Source: an optimization exercise on an open RTL-to-GDS flow (aim: small area and a short achievable clock period). Production flows keep margins and buffers that such runs may drop. At most, simulation tests tie the RTL to the original design; equivalence was not proved. The clock port is modelled as an ideal driver; clocking choices that lean on that would not hold on a real chip. No activity file was given, so power comes from the tool's default toggle rates.

v6:
==> flow/design.v (excerpt) <==
module top_module(
    input clk,
    input rst,
    input [15:0] sw,
    input btnC,
    output reg [6:0] seg,
    output reg [3:0] an,
    output reg bitti,
    output [1:0] p
    );
    reg btnC_prev;
    reg s0, sira, p0, p1;
    reg s1;              
    reg arm;             
    reg [15:0] sayi0, sayi1;
    reg [15:0] m;
    assign p = {p1, p0};
    wire gir = btnC & ~btnC_prev;
    wire cmp = btnC & arm;
    wire [15:0] tah = s1 ? sw : 16'd0;
    wire [15:0] sa = sira ? sayi0 : sayi1;
    reg [15:0] m_n;
    integer i, j;
    always @(*)
        for (i = 0; i < 4; i = i + 1)
            for (j = 0; j < 4; j = j + 1)
                m_n[4*i+j] = tah[4*i +: 4] == sa[4*j +: 4];
    always @(posedge clk) begin
        if (rst) begin
            btnC_prev <= 1'b0;
            s0 <= 1'b0;
            p0 <= 1'b1;
            s1 <= 1'b0;
            sira <= 1'b0;
            p1 <= 1'b1;
            bitti <= 1'b0;
            arm <= 1'b0;
        end else begin
            btnC_prev <= btnC;
  ...
clock: 12.5 ns
lec_check: 0
abc_area: 1
cap_margin: 20
core_margin: 2
core_utilization: 40
slew_margin: 20
standard.sh (not shown) runs the stock make flow with config.mk's settings and CLKGATE_MAP_FILE= SYNTH_SCRIPT=/design/flow/synth_recipe.tcl, a recipe that flattens the netlist after the stock synthesis.
==> flow/flow/run.sh <==
#!/bin/bash
# Standard ORFS layout, with plain buffers (not delay cells) on the ports.
set -euo pipefail
bash standard.sh synth > synth.log 2>&1
bash standard.sh "BUFFER_PORTS_ARGS=-buffer_cell sky130_fd_sc_hd__buf_1" finish > layout.log 2>&1
Input-level comparison between v7 and v6:
Settings: a deleted ABC_AREA that had been 1.
Notes after the runs:
v6 has a lower number of global-route vias before repair than v7.
Compare v6 and v7 | relative contribution of sequential cells to total power lower: v7
Diff v6 -> v7: worst slack at placement saw a decrease, portion of total power attributed to combinational logic now larger, combined global-route utilization of all metal layers rose 1.8 points, arrival time reported for the critical path endpoint now larger, final cell count fell by about 4%.
Between v7 and v6, the max-cap check violation count figures differ only marginally.
In v7, peak per-stage delay on the critical path is higher than in v6.
Comparing v6 and v7, the lower total wire length after detailed routing was measured on v6.
Relative to v6, post-synthesis instance area has increased by about 5% in v7.

* * *

The RTL this note starts from:
==> flow/design.v <==
`timescale 1ns / 1ps
module top_module(
    input clk,
    input rst,
    input [15:0] sw,
    input btnC,
    output reg [6:0] seg,
    output reg [3:0] an,
    output reg bitti,
    output [1:0] p
    );
    reg btnC_prev;
    reg s0, sira, p0, p1;
    reg s1;              
    reg arm;             
    reg [15:0] sayi0, sayi1;
    reg [15:0] m;
    assign p = {p1, p0};
    wire gir = btnC & ~btnC_prev;
    wire cmp = btnC & arm;
    wire [15:0] tah_n = ~(sw & {16{s1}});
    wire [15:0] sa;
    mux16 smux(.sel(sira), .a(sayi0), .b(sayi1), .y(sa));
    wire [15:0] m_n;
    match_matrix mm(.g_n(tah_n), .s(sa), .m(m_n));
    always @(posedge clk) begin
        if (rst) begin
            btnC_prev <= 1'b0;
            s0 <= 1'b0;
            p0 <= 1'b1;
            s1 <= 1'b0;
            sira <= 1'b0;
            p1 <= 1'b1;
            arm <= 1'b0;
        end else begin
            btnC_prev <= btnC;
            arm <= ~btnC & s0 & ~bitti;
            if (gir) begin
                s0 <= 1'b1;
                if (s0) begin
                    p0 <= 1'b0;
                    s1 <= 1'b1;
                end
                sira <= ~sira;
            end
            if (cmp) p1 <= ~sira;
        end
    end
    wire win = btnC & arm & ~rst;
    wire bitti_n;
    win_set ws(.keep(bitti & ~rst), .win(win), .d({m_n[15], m_n[10], m_n[5], m_n[0]}), .y(bitti_n));
    always @(posedge clk)
        bitti <= bitti_n;
    always @(posedge clk) begin
        if (!s0) sayi0 <= sw;
        if (!s1) sayi1 <= sw;
        if (cmp) m <= m_n;
    end
    wire [3:0] v;
    digit_sel ds(.m(m), .s1(s1), .an(an), .v(v));
    wire [6:0] seg_n;
    hex7 hx(.v(v), .seg(seg_n));
    always @(posedge clk) begin
        if (rst) begin
            an <= 4'b1111;
            seg <= 7'b000_0000;
        end else begin
            an <= {an[2:0], an[3] & ~&an[2:0]};
            seg <= seg_n;
        end
    end
endmodule
module mux16(
    input sel,
    input [15:0] a,
    input [15:0] b,
    output [15:0] y
    );
    assign y = sel ? a : b;
endmodule
module match_matrix(
    input [15:0] g_n,
    input [15:0] s,
    output [15:0] m
    );
    genvar i, j;
    generate
        for (i = 0; i < 4; i = i + 1) begin : gi
            for (j = 0; j < 4; j = j + 1) begin : gj
                eq4 e(.a_n(g_n[4*i +: 4]), .b(s[4*j +: 4]), .y(m[4*i+j]));
            end
        end
    endgenerate
endmodule
module eq4(
    input [3:0] a_n,
    input [3:0] b,
    output y
    );
    assign y = a_n == ~b;
endmodule
module digit_sel(
    input [15:0] m,
    input s1,
    input [3:0] an,
    output reg [3:0] v
    );
    function [1:0] fa(input x, input y, input z);
        fa = {(x & y) | (x & z) | (y & z), x ^ y ^ z};
    endfunction
    wire [1:0] d0 = fa(m[0], m[5], m[10]);
    wire b0 = d0[0] ^ m[15];
    wire e0 = d0[0] & m[15];
    wire [2:0] bull = {d0[1] & e0, d0[1] ^ e0, b0};
    wire [1:0] f0 = fa(m[1], m[2], m[3]);
    wire [1:0] f1 = fa(m[4], m[6], m[7]);
    wire [1:0] f2 = fa(m[8], m[9], m[11]);
    wire [1:0] f3 = fa(m[12], m[13], m[14]);
    wire [1:0] g0, g1, g2;
    g_fa s0(.a(f0[0]), .b(f1[0]), .c(f2[0]), .s(g0[0]), .co(g0[1]));
    g_fa s1a(.a(f0[1]), .b(f1[1]), .c(f2[1]), .s(g1[0]), .co(g1[1]));
    wire c0 = g0[0] ^ f3[0];
    wire k0 = g0[0] & f3[0];
    g_fa s2(.a(g0[1]), .b(g1[0]), .c(f3[1]), .s(g2[0]), .co(g2[1]));
    wire c1, k1, h, c2, c3;
    g_xor2 x1(.a(g2[0]), .b(k0), .y(c1));
    g_and2 a1(.a(g2[0]), .b(k0), .y(k1));
    g_xor2 x2(.a(g1[1]), .b(g2[1]), .y(h));
    g_xor2 x3(.a(h), .b(k1), .y(c2));
    g_maj3 j3(.a(g1[1]), .b(g2[1]), .c(k1), .y(c3));
    wire [3:0] cow = {c3, c2, c1, c0};
    always @(*)
        if (!an[0]) v = 4'hC;
        else if (!an[1]) v = s1 ? {1'b0, bull} : 4'h0;
        else if (!an[2]) v = 4'hB;
        else v = s1 ? cow : 4'h0;
endmodule
module hex7(
    input [3:0] v,
    output [6:0] seg
    );
    assign seg[0] = (~v[3] & ~v[2] & ~v[1]) | (v[3] & v[2]) | (v[2] & v[1] & v[0]);
    assign seg[1] = (~v[3] & ~v[2] & v[0]) | (~v[3] & ~v[2] & v[1]) | (~v[3] & v[1] & v[0]);
    assign seg[2] = (~v[3] & v[0]) | (~v[1] & v[0]) | (~v[3] & v[2] & ~v[1]);
    assign seg[3] = (v[3] & v[1] & ~v[0]) | (v[2] & v[1] & v[0]) | (~v[3] & v[2] & ~v[1] & ~v[0]) | (~v[3] & ~v[2] & ~v[1] & v[0]);
    assign seg[4] = (v[3] & v[2]) | (~v[3] & ~v[2] & v[1] & ~v[0]);
    assign seg[5] = (v[3] & v[2]) | (v[2] & v[1] & ~v[0]) | (v[3] & v[1] & v[0]) | (v[2] & ~v[1] & v[0]);
    assign seg[6] = (v[3] & v[1] & v[0]) | (~v[3] & v[2] & ~v[1] & ~v[0]) | (~v[3] & ~v[2] & ~v[1] & v[0]);
endmodule
module win_set(
    input keep,
    input win,
    input [3:0] d,
    output y
    );
    wire nd;
    g_nand4 n(.a(d), .y(nd));
    g_o21ai o(.a1(~win), .a2(nd), .b1(~keep), .y(y));
endmodule
module g_fa(input a, input b, input c, output s, output co);
    wire h;
    g_xor2 x0(.a(a), .b(b), .y(h));
    g_xor2 x1(.a(h), .b(c), .y(s));
    g_maj3 j(.a(a), .b(b), .c(c), .y(co));
endmodule
module g_xor2(input a, input b, output y);
    assign y = a ^ b;
endmodule
module g_and2(input a, input b, output y);
    assign y = a & b;
endmodule
module g_maj3(input a, input b, input c, output y);
    assign y = (a & b) | (a & c) | (b & c);
endmodule
module g_nand4(input [3:0] a, output y);
    assign y = ~&a;
endmodule
module g_o21ai(input a1, input a2, input b1, output y);
    assign y = ~((a1 | a2) & b1);
endmodule
export LEC_CHECK = 0
export ABC_AREA = 0
export CAP_MARGIN = 20
export CORE_MARGIN = 2
export CORE_UTILIZATION = 80
export SLEW_MARGIN = 20
export SYNTH_HIERARCHICAL = 1
create_clock -name core_clock -period 12.5 [get_ports {clk}]
==> flow/flow/run.sh <==
#!/bin/bash
# ORFS layout with plain buffers on the ports, a small clock tree, and after
# clock tree synthesis a resizing pass (flow/post_cts.tcl) that trades slack
# for area and then sizes the critical paths up to a tighter target.
set -euo pipefail
here=$(pwd)
bash standard.sh synth > synth.log 2>&1
bash standard.sh \
  "BUFFER_PORTS_ARGS=-buffer_cell sky130_fd_sc_hd__buf_1" \
  "CTS_ARGS=-sink_clustering_enable -repair_clock_nets -dont_use_dummy_load" \
  "POST_CTS_TCL=$here/flow/post_cts.tcl" \
  finish > layout.log 2>&1
==> flow/flow/margin.txt <==
9.1
Other scripts of this flow, unchanged in this note and not shown: flow/flow/downsize.tcl, flow/flow/post_cts.tcl
Edit:
==> flow/flow/margin.txt (replaced) <==
9.15
--- a/flow/config.mk
+++ b/flow/config.mk
@@ -10,3 +10,3 @@
 export CORE_MARGIN = 2
-export CORE_UTILIZATION = 80
+export CORE_UTILIZATION = 70
 export SLEW_MARGIN = 20
Outcome:
- wire length falls by 16%
- hold slack is about the same
- clock skew stays flat
Edit:
==> flow/flow/margin.txt (replaced) <==
9.25
Result:
- total power goes up by 1.4%
- fmax goes up by 0.64%
- sequential share of layout area goes down by 1.4 points
- routed wire length goes up by 2.9%
- clock-buffer cell count is unchanged
- design area goes up by 3.6%
- utilization goes up by 2.7 points
- final cell count goes up by 1.8%
- via count goes down by 0.37%
- synthesized cell count is unchanged
Edit:
==> flow/flow/margin.txt (replaced) <==
9.1
Wire length fell by 3.9%.
Flip-flop and latch count is unchanged.
Synthesized cell count stays the same.
Via count fell by about 0.7%.
Count of clock-buffer cells in the layout does not change.
Non-clock buffer count drops by 9.
No functional check of the RTL was part of any run of this note.

* * *

top_module, a different RTL version from the one above (not shown whole).
Size in the first run: roughly 520 cells after synthesis, about 33 I/O pins, about 0.0040 mm^2 of cells after synthesis.
==> flow/design.v (excerpt) <==
module top_module(
    input clk,
    input rst,
    input [15:0] sw,
    input btnC,
    output reg [6:0] seg,
    output reg [3:0] an,
    output reg bitti,
    output [1:0] p
    );
==> flow/config.mk <==
export PLATFORM = sky130hd
export DESIGN_NAME = top_module
export DESIGN_NICKNAME = top_module
export VERILOG_FILES = /design/flow/design.v
export SDC_FILE = /design/flow/constraint.sdc
export NUM_CORES = 4
export LEC_CHECK = 0
export ABC_AREA = 1
export CAP_MARGIN = 20
export CORE_MARGIN = 2
export CORE_UTILIZATION = 40
export SLEW_MARGIN = 20
export SYNTH_HIERARCHICAL = 1
==> flow/constraint.sdc <==
create_clock -name core_clock -period 12.5 [get_ports {clk}]
set_input_delay 2.5000 -clock core_clock [delete_from_list [all_inputs] [get_ports {clk}]]
set_output_delay 2.5000 -clock core_clock [all_outputs]
set_load 0.01 [all_outputs]
==> flow/flow/run.sh <==
#!/bin/bash
# Standard ORFS layout, with plain buffers (not delay cells) on the ports.
set -euo pipefail
bash standard.sh synth > synth.log 2>&1
bash standard.sh "BUFFER_PORTS_ARGS=-buffer_cell sky130_fd_sc_hd__buf_1" finish > layout.log 2>&1
Next try:
--- a/flow/config.mk
+++ b/flow/config.mk
@@ -6,5 +6,5 @@
 export NUM_CORES = 4
 export LEC_CHECK = 0
-export ABC_AREA = 1
+export ABC_AREA = 0
 export CAP_MARGIN = 20
 export CORE_MARGIN = 2
Result: Final area fell by 7.2%. Sequential cell count does not change. Wire length fell by 12%. Die area fell by 6.9%. Maximum frequency fell by 7.7%. Setup slack got worse by 300 ps.

* * *

Another version of the RTL of top_module (not shown whole).
Size: ~400 cells after synthesis, ~0.0039 mm^2 of cells after synthesis.
clock: 12.5 ns
lec_check: 0
abc_area: 1
cap_margin: 20
core_margin: 2
core_utilization: 40
cts_cluster_diameter: 200
cts_cluster_size: 40
slew_margin: 20
Scripts as last shown in full above: flow/flow/run.sh
Rerun with:
Settings changed: CTS_CLUSTER_DIAMETER 200 to not set, CTS_CLUSTER_SIZE 40 to not set.
After rerunning:
- worst setup slack does not change
- sequential power hardly moves
- via count is unchanged
- hold slack stays the same
- critical path depth stays the same
- core utilization is unchanged
- total power is unchanged
No run of this note included a check of the RTL's function; only the layout flow was run.

* * *

## P
top_module, a different RTL version from the one above (not shown whole).
Size: ~280 cells after synthesis, ~67 flip-flops, roughly 3600 um^2 of cells after synthesis.
Settings: LEC_CHECK=0, ABC_AREA=0, CAP_MARGIN=20, CORE_MARGIN=2, CORE_UTILIZATION=70, SLEW_MARGIN=20, SYNTH_HIERARCHICAL=1; clock period 12.5 ns.
==> flow/flow/run.sh <==
#!/bin/bash
# The standard ORFS layout (standard.sh) with three changes: plain
# buffers (not delay cells) on the ports, no dummy loads in the clock tree,
# and after clock tree synthesis a resizing pass (flow/post_cts.tcl) that
# sizes the critical paths up to a tighter target and then downsizes the
# cells that are larger than the timing needs. Each step's full output goes
# to its own log here (synth.log, layout.log) and to ORFS's logs/.
set -euo pipefail
here=$(pwd)
bash standard.sh synth > synth.log 2>&1
bash standard.sh \
  "BUFFER_PORTS_ARGS=-buffer_cell sky130_fd_sc_hd__buf_1" \
  "CTS_ARGS=-sink_clustering_enable -repair_clock_nets -dont_use_dummy_load" \
  "POST_CTS_TCL=$here/flow/post_cts.tcl" \
  "POST_GLOBAL_ROUTE_TCL=$here/flow/post_grt.tcl" \
  finish > layout.log 2>&1
==> flow/flow/downsize.tcl <==
# greedy downsizing: each cell to the smallest same-function cell that keeps
# the worst setup slack at or above the floor and adds no slew/cap violation
proc my_downsize {floor} {
  set n 0
  foreach inst [get_cells *] {
    set ref [get_property $inst ref_name]
    if {![regexp {^(sky130_fd_sc_hd__[a-z0-9]+)_([0-9]+)$} $ref -> base size]} { continue }
    if {[string match "*clkbuf*" $base] || [string match "*dfxtp*" $base] || [string match "*edfxtp*" $base]} { continue }
    if {[string match "*buf*" $base] && [regexp {^(input|output)} [get_property $inst full_name]]} { continue }
    set lcs [get_lib_cells -quiet $ref]
    if {[llength $lcs] == 0} { continue }
    set cur_area [get_property [lindex $lcs 0] area]
    set cands {}
    foreach lc [get_lib_cells ${base}_*] {
      set nm [get_property $lc name]
      if {![regexp "^${base}_(\[0-9\]+)\$" $nm]} { continue }
      set a [get_property $lc area]
      if {$a < $cur_area} { lappend cands [list $a $nm] }
    }
    foreach c [lsort -real -index 0 $cands] {
      set nm [lindex $c 1]
      replace_cell $inst $nm
      if {[worst_slack -max] >= $floor && [sta::max_slew_violation_count] == 0 && [sta::max_capacitance_violation_count] == 0} {
        incr n
        set ref $nm
        break
      }
      replace_cell $inst $ref
    }
  }
  return $n
}

==> flow/flow/margin.txt <==
9.1
==> flow/flow/post_cts.tcl <==
set here [file dirname [info script]]
source [file join $here downsize.tcl]
set fp [open [file join $here margin.txt]]
set margin [string trim [read $fp]]
close $fp
estimate_parasitics -placement
puts "post_cts: worst slack before [worst_slack -max]"
repair_timing -setup -setup_margin $margin -skip_last_gasp
set ws [worst_slack -max]
puts "post_cts: worst slack after repair $ws"
puts "post_cts: downsized [my_downsize [expr {min($ws, $margin)}]] cells"
repair_timing -setup -setup_margin $margin -skip_last_gasp
puts "post_cts: worst slack after downsizing [worst_slack -max]"
repair_timing -hold
detailed_placement
check_placement -verbose
estimate_parasitics -placement
puts "post_cts: worst slack final [worst_slack -max] hold [worst_slack -min]"
==> flow/flow/post_grt.tcl <==
# Runs at the end of ORFS's global route step (POST_GLOBAL_ROUTE_TCL): the
# setup repair of post_cts.tcl again, with global-route parasitics; the nets
# it changes are routed again.
set fp [open [file join [file dirname [info script]] margin.txt]]
set margin [string trim [read $fp]]
close $fp
set_propagated_clock [all_clocks]
estimate_parasitics -global_routing
puts "post_grt: worst slack before [worst_slack -max]"
global_route -start_incremental
repair_timing -setup -setup_margin $margin -skip_last_gasp
repair_timing -hold
detailed_placement
global_route -end_incremental
estimate_parasitics -global_routing
puts "post_grt: worst slack final [worst_slack -max] hold [worst_slack -min]"
P completed end to end with timing, DRC and antenna clean.
The following lists how Q was set up differently from P:
diff --git a/flow/flow/run.sh b/flow/flow/run.sh
--- a/flow/flow/run.sh
+++ b/flow/flow/run.sh
@@ -15 +14,0 @@
-  "POST_GLOBAL_ROUTE_TCL=$here/flow/post_grt.tcl" \
==> flow/flow/margin.txt <==
9.05
diff --git a/flow/flow/post_cts.tcl b/flow/flow/post_cts.tcl
--- a/flow/flow/post_cts.tcl
+++ b/flow/flow/post_cts.tcl
@@ -15,0 +16,4 @@
+estimate_parasitics -placement
+repair_timing -setup -setup_margin $margin -skip_last_gasp
+repair_timing -hold
+detailed_placement
removed: flow/flow/post_grt.tcl
==> comparison <==
Comparing P against Q, there is no change at all in total half-perimeter wirelength after legalization and detailed placement.
Post-route worst hold slack essentially unchanged between P and Q.
Of the two values seen for critical-path cell with the highest stage delay, sky130_fd_sc_hd__nor4_1 was produced by P and sky130_fd_sc_hd__dfxtp_1 by Q.
Required time at the worst-slack endpoint ended up 2.59 ns lower on Q than on P.
Re largest stage delay on the critical path: P was lower than Q.
an[0] as the critical path capture point was reported by Q, and m[1] by P.
Edits applied to the flow inputs when going from Q to R:
==> flow/flow/margin.txt <==
9.1
diff --git a/flow/flow/post_cts.tcl b/flow/flow/post_cts.tcl
--- a/flow/flow/post_cts.tcl
+++ b/flow/flow/post_cts.tcl
@@ -12 +12 @@
-repair_timing -setup -setup_margin $margin -skip_last_gasp
+repair_timing -setup -setup_margin $margin
@@ -14,4 +13,0 @@
-repair_timing -hold
-detailed_placement
-estimate_parasitics -placement
-repair_timing -setup -setup_margin $margin -skip_last_gasp
--- outcome ---
Smallest hold slack: Q vs R — no meaningful difference
Cmp Q and R / slew at the pin closest to its max-slew limit / lower: Q
Compared with Q, in R register fraction of the total cell area did not really move; critical path depth went up.
R vs. Q: end-of-flow core utilization about even; worst path required time went up 2.76 ns.
## Diff of input files: S against R
==> flow/flow/run.sh <==
#!/bin/bash
# ORFS layout with plain buffers on the ports, a small clock tree, and after
# clock tree synthesis a resizing pass (flow/post_cts.tcl) that trades slack
# for area and then sizes the critical paths up to a tighter target.
set -euo pipefail
here=$(pwd)
bash standard.sh synth > synth.log 2>&1
bash standard.sh \
  "BUFFER_PORTS_ARGS=-buffer_cell sky130_fd_sc_hd__buf_1" \
  "CTS_ARGS=-sink_clustering_enable -repair_clock_nets -dont_use_dummy_load" \
  "POST_CTS_TCL=$here/flow/post_cts.tcl" \
  finish > layout.log 2>&1
diff --git a/flow/flow/downsize.tcl b/flow/flow/downsize.tcl
--- a/flow/flow/downsize.tcl
+++ b/flow/flow/downsize.tcl
@@ -33,0 +34,35 @@
+# the largest early or late slew, either edge, at any flip-flop clock pin
+proc my_clock_slew {} {
+  set w 0
+  foreach pin [all_registers -clock_pins -edge_triggered] {
+    foreach e {rise fall} {
+      set s [get_property $pin slew_max_$e]
+      if {$s > $w} { set w $s }
+    }
+  }
+  return $w
+}
+
+# clock buffers to a smaller size where the clock-pin slew stays under
+# max_slew and the worst setup and hold slacks stay at or above the floors
+proc my_downsize_clock {floor max_slew} {
+  set n 0
+  foreach inst [get_cells *] {
+    set ref [get_property $inst ref_name]
+    if {![regexp {^sky130_fd_sc_hd__clkbuf_([0-9]+)$} $ref -> size]} { continue }
+    foreach cand {sky130_fd_sc_hd__clkbuf_2 sky130_fd_sc_hd__clkbuf_4} {
+      regexp {_([0-9]+)$} $cand -> csize
+      if {$csize >= $size} { continue }
+      replace_cell $inst $cand
+      if {[worst_slack -max] >= $floor && [worst_slack -min] >= 0.1 && [my_clock_slew] <= $max_slew
+          && [sta::max_slew_violation_count] == 0 && [sta::max_capacitance_violation_count] == 0} {
+        incr n
+        set ref $cand
+        set size $csize
+        break
+      }
+      replace_cell $inst $ref
+    }
+  }
+  return $n
+}
diff --git a/flow/flow/post_cts.tcl b/flow/flow/post_cts.tcl
--- a/flow/flow/post_cts.tcl
+++ b/flow/flow/post_cts.tcl
@@ -12 +12 @@
-repair_timing -setup -setup_margin $margin
+repair_timing -setup -setup_margin $margin -skip_last_gasp
Notes after the runs:
- No stage failed in S, and the final checks on the layout all came back clean.
- Comparing S against R, there is no change at all in starting utilization of the core area.
- Diff R..S | met1 demand-to-capacity share in global routing | unchanged
- Going from R to S, critical path data required time flat, area fraction in and, or, nand and nor cells after synthesis barely changed, worst-case setup slack after placement ~0 delta, worst slew slack as a fraction of its limit held.
- Diff R..S | hold slack | unchanged
- Remaining antenna violation count came out exactly the same in R and S.
Edits applied to the flow inputs when going from S to T:
diff --git a/flow/flow/run.sh b/flow/flow/run.sh
--- a/flow/flow/run.sh
+++ b/flow/flow/run.sh
@@ -2,3 +2,6 @@
-# ORFS layout with plain buffers on the ports, a small clock tree, and after
-# clock tree synthesis a resizing pass (flow/post_cts.tcl) that trades slack
-# for area and then sizes the critical paths up to a tighter target.
+# The standard ORFS layout (standard.sh) with three changes: plain
+# buffers (not delay cells) on the ports, no dummy loads in the clock tree,
+# and after clock tree synthesis a resizing pass (flow/post_cts.tcl) that
+# sizes the critical paths up to a tighter target and then downsizes the
+# cells that are larger than the timing needs. Each step's full output goes
+# to its own log here (synth.log, layout.log) and to ORFS's logs/.
diff --git a/flow/flow/downsize.tcl b/flow/flow/downsize.tcl
--- a/flow/flow/downsize.tcl
+++ b/flow/flow/downsize.tcl
@@ -34,35 +33,0 @@
-# the largest early or late slew, either edge, at any flip-flop clock pin
-proc my_clock_slew {} {
-  set w 0
-  foreach pin [all_registers -clock_pins -edge_triggered] {
-    foreach e {rise fall} {
-      set s [get_property $pin slew_max_$e]
-      if {$s > $w} { set w $s }
-    }
-  }
-  return $w
-}
-
-# clock buffers to a smaller size where the clock-pin slew stays under
-# max_slew and the worst setup and hold slacks stay at or above the floors
-proc my_downsize_clock {floor max_slew} {
-  set n 0
-  foreach inst [get_cells *] {
-    set ref [get_property $inst ref_name]
-    if {![regexp {^sky130_fd_sc_hd__clkbuf_([0-9]+)$} $ref -> size]} { continue }
-    foreach cand {sky130_fd_sc_hd__clkbuf_2 sky130_fd_sc_hd__clkbuf_4} {
-      regexp {_([0-9]+)$} $cand -> csize
-      if {$csize >= $size} { continue }
-      replace_cell $inst $cand
-      if {[worst_slack -max] >= $floor && [worst_slack -min] >= 0.1 && [my_clock_slew] <= $max_slew
-          && [sta::max_slew_violation_count] == 0 && [sta::max_capacitance_violation_count] == 0} {
-        incr n
-        set ref $cand
-        set size $csize
-        break
-      }
-      replace_cell $inst $ref
-    }
-  }
-  return $n
-}
diff --git a/flow/flow/post_cts.tcl b/flow/flow/post_cts.tcl
--- a/flow/flow/post_cts.tcl
+++ b/flow/flow/post_cts.tcl
@@ -15,0 +16,4 @@
+estimate_parasitics -placement
+repair_timing -setup -setup_margin $margin -skip_last_gasp
+repair_timing -hold
+detailed_placement
==> comparison <==
- Summary of T over S: reported max-cap violation count stayed essentially flat, total power higher, final number of hold-violating endpoints roughly the same.
- Switching portion of total power delta for T relative to S: 0.18 points higher
- In the metrics for S and T, the one carrying the lower total non-filler cell area in the finished layout is S.
- The worst setup path endpoint comes out bitti in one run and seg[3] in the other, namely in T and S respectively.
- Maximum frequency (T vs. S) increases slightly

what the ideal ports hide:
The flow's constraints put no driver on any port. The routed layouts listed below were extracted and timed again, unchanged, in two steps. Step 1 assumes that a clkbuf_16 drives the clock port and a buf_2 every other input. Step 2 also shifts input and output timing later by t, the mid clock arrival at the registers, as if the neighbouring blocks saw the same clock. Slacks: no drivers / after step 1 / after step 2; pairs: no drivers / after step 1.
run | t, ns | slack for setup (ns) | worst register clock-pin slew, ns | pins driven straight from the clock port
v6 | 0.379 | 9.053 / 9.023 / 8.749 | 0.09 / 0.09 | 1
v7 | 0.379 | 8.799 / 8.799 / 8.529 | 0.08 / 0.08 | 1
the first run of note 2 | 0.364 | 8.971 / 8.975 / 8.611 | 0.08 / 0.08 | 1
the second run of note 2 | 0.356 | 9.074 / 9.074 / 8.734 | 0.07 / 0.07 | 1
the third run of note 2 | 0.357 | 9.096 / 9.093 / 8.736 | 0.07 / 0.07 | 1
the fourth run of note 2 | 0.360 | 9.007 / 9.007 / 8.696 | 0.07 / 0.07 | 1
the first run of note 3 | 0.387 | 8.955 / 8.955 / 8.711 | 0.08 / 0.08 | 1
the second run of note 3 | 0.368 | 8.659 / 8.659 / 8.581 | 0.08 / 0.08 | 1
the first run of note 4 | 0.372 | 8.562 / 8.562 / 8.562 | 0.09 / 0.09 | 1
the second run of note 4 | 0.372 | 8.562 / 8.562 / 8.562 | 0.09 / 0.09 | 1
P | 0.356 | 9.081 / 9.076 / 8.720 | 0.07 / 0.07 | 1
Q | 0.353 | 9.048 / 9.020 / 8.713 | 0.07 / 0.07 | 1
R | 0.347 | 9.039 / 9.039 / 8.700 | 0.07 / 0.07 | 1
S | 0.347 | 9.039 / 9.039 / 8.700 | 0.07 / 0.07 | 1
T | 0.353 | 9.072 / 9.079 / 8.726 | 0.07 / 0.07 | 1
After both steps every run listed still meets setup and hold. The setup slack of P, which loses most, moves by -0.005 ns with the drivers and by -0.361 ns with both steps.
